Source: an optimization exercise on an open RTL-to-GDS flow (aim: small area, a short achievable clock period and few clock cycles). Production flows keep margins and buffers that such runs may drop. Only simulation tests tie the RTL to the original design; equivalence was not proved. Power figures rest on the tool's default switching activity, not on a simulated workload.

==> flow/design.v (excerpt) <==
module np_read_req_gen(
    input         clk,
    input         rst,
    input         transferstart,
    input         rd_dma_start_one,
    input  [63:0] dmaras,
    input  [31:0] dmarad,
    input  [31:0] dmarxs,
    input         rd_TX_des_start_one,
    input  [63:0] TX_des_addr,
    input  [2:0]  read_req_size,
    input  [15:0] req_id,
    input  [31:0] completion_pending,
    output        ready,
    output        non_posted_fifo_wren,
    output [63:0] non_posted_fifo_data,
    output [4:0]  tx_waddr,
    output [31:0] tx_wdata,
    output        tx_we
    );
function [11:0] add11(input [10:0] x, input [10:0] y, input cin);
    reg [10:0] g, p, G, P;
    integer l, i, j;
    begin
        g = x & y;
        p = x ^ y;
        G = g;
        P = p;
        G[0] = g[0] | (p[0] & cin);
        for (l = 0; l < 4; l = l + 1)
            for (i = 0; i < 11; i = i + 1)
                if (i & (1 << l)) begin
                    j = ((i >> l) << l) - 1;
                    G[i] = G[i] | (P[i] & G[j]);
                    P[i] = P[i] & P[j];
                end
        add11 = {G[10], p ^ {G[9:0], cin}};
    end
endfunction
function [51:0] pand52(input [51:0] x);
    reg [51:0] s;
    integer l, i, j;
    begin
        s = x;
        for (l = 0; l < 6; l = l + 1)
            for (i = 0; i < 52; i = i + 1)
                if (i & (1 << l)) begin
                    j = ((i >> l) << l) - 1;
                    s[i] = s[i] & s[j];
                end
        pand52 = s;
    end
endfunction
function le11(input [10:0] x, input [10:0] y);
    reg [11:0] r;
    begin
        r = add11(y, ~x, 1'b1);    
        le11 = r[11];
    end
endfunction
reg        rdy, s_calc, s_w1, s_w2;
reg        des;           
reg        last;          
reg        ok;            
reg        fmt;           
reg [63:2] a;             
reg [27:2] d;             
reg [31:2] n;             
reg        nhz;           
reg [12:2] fkb;           
reg [12:2] LA;            
reg [12:2] LB;            
reg        inc, dinc;     
reg [5:0]  rsh;           
reg [4:0]  T;             
reg [5:0]  blk;           
reg        wren;
reg        w2f, w2n;      
wire start_dma = rdy & rd_dma_start_one;
wire start_des = rdy & rd_TX_des_start_one;
wire start = start_dma | start_des;
wire fire1 = s_w1 & ok;   
wire [12:2] R = {rsh, 5'd0};
  ...
For scale: roughly 1600 cells after synthesis, ~180 flip-flops, roughly 350 I/O pins, ~11000 um^2 of cells after synthesis.
export LEC_CHECK = 0
export CAP_MARGIN = 20
export CORE_MARGIN = 2
export CORE_UTILIZATION = 55
export PLACE_DENSITY = 0.7
export SETUP_SLACK_MARGIN = 2.15
export SLEW_MARGIN = 20
create_clock -name core_clock -period 4.5 [get_ports {clk}]
standard.sh (not shown) runs the stock make flow with config.mk's settings and CLKGATE_MAP_FILE= SYNTH_SCRIPT=/design/flow/synth_recipe.tcl, a recipe that flattens the netlist after the stock synthesis.
==> flow/flow/run.sh <==
#!/bin/bash
# Layout flow: the standard flow (standard.sh) with two changes.
#  1. Synthesis runs the standard script (synth_recipe.tcl) except that ABC maps with
#     flow/abc_delay.script (delay-driven) and adders are not pre-mapped to ripple
#     full/half-adder cells (ADDER_MAP_FILE empty). The registers, their names and cell
#     types are the same as in the standard synthesis.
#  2. Ports get sky130_fd_sc_hd__buf_1 buffers instead of the default delay-buffer cell.
# Each tool's output goes to a log file in this folder (synth.log, standard_flow.log) and
# ORFS's own logs under orfs/logs.
set -euo pipefail
here=$(pwd)
sed 's|^source \$::env(SCRIPTS_DIR)/synth.tcl$|source '"$here"'/flow/synth_delay.tcl|' synth_recipe.tcl > synth_delay_top.tcl
grep -q 'flow/synth_delay.tcl' synth_delay_top.tcl
sed 's|SYNTH_SCRIPT=[^ ]*|SYNTH_SCRIPT='"$here"'/synth_delay_top.tcl|' standard.sh > standard_delay.sh
grep -q 'synth_delay_top.tcl' standard_delay.sh
MY_ABC_SCRIPT=$here/flow/abc_delay.script ADDER_MAP_FILE= bash standard_delay.sh synth > synth.log 2>&1
export BUFFER_PORTS_ARGS="-buffer_cell sky130_fd_sc_hd__buf_1"
bash standard.sh > standard_flow.log 2>&1
==> flow/flow/abc_delay.script <==
strash
dch
map -D 1500
buffer -p
upsize -D 1500
dnsize -D 1500
stime -p
==> flow/flow/synth_delay.tcl <==
# ORFS's synth.tcl, with its ABC call given flow/abc_delay.script (a delay-driven mapping)
# in place of the platform's default ABC script. Everything else is unchanged.
set f [open $::env(SCRIPTS_DIR)/synth.tcl]
set txt [read $f]
close $f
set old {log_cmd abc {*}$abc_args}
if {[string first $old $txt] < 0} { error "synth_delay.tcl: ABC call not found in synth.tcl" }
set txt [string map [list $old {log_cmd abc -script $::env(MY_ABC_SCRIPT) {*}[lrange $abc_args 2 end]}] $txt]
uplevel #0 $txt
Testbench counts at the start, summed over its fixed seeds: cycles 52,910.
Change:
- SETUP_SLACK_MARGIN: 2.15 -> 1.9
Outcome: Setup slack loses 80 ps; flip-flop and latch count does not change; maximum frequency came out lower by a few percent; die area does not change; final area is lower by a little under a tenth; wire length goes down by a few percent; total power shrinks by a few percent.
Change:
- SETUP_SLACK_MARGIN: 1.9 -> 2.0
Result: Wire length is higher by 0.73%. Non-clock buffer count is higher by 9. Area after synthesis stays the same. Synthesized cell count does not change. Core utilization is higher by 1.1 points. Power is higher by 0.86%. Cell count is higher by 0.45%. Clock skew barely changes. Setup slack is better by 54 ps.

static timing again, ports no longer ideal:
The results above use ideal ports. As a check the final layouts listed here were re-extracted and re-timed, cells and wires unchanged.
Step 1: set_driving_cell puts a clkbuf_16 on clk and a buf_2 on each other input, an assumption about the parent block.
Step 2 adds t to the input delays and takes it off the output delays; t is the mean of the earliest and latest rising clock arrival at the registers after step 1. Input paths then give back, and output paths get back, about the clock's delay inside the block.
a / b / c = no drivers / after step 1 / after step 2; a / b = the first two.
| run | t (ns) | setup WS [ns] | worst setup path after step 2 |
|---|---|---|---|
| the first run | 0.492 | 2.001 / 1.951 / 1.709 | input to register |
| the second run | 0.478 | 1.921 / 1.873 / 1.653 | input to register |
| the third run | 0.478 | 1.975 / 1.926 / 1.675 | input to register |
After both steps every run listed still meets setup and hold. The setup slack of the third run, which loses most, moves by -0.049 ns with the drivers and by -0.300 ns with both steps.
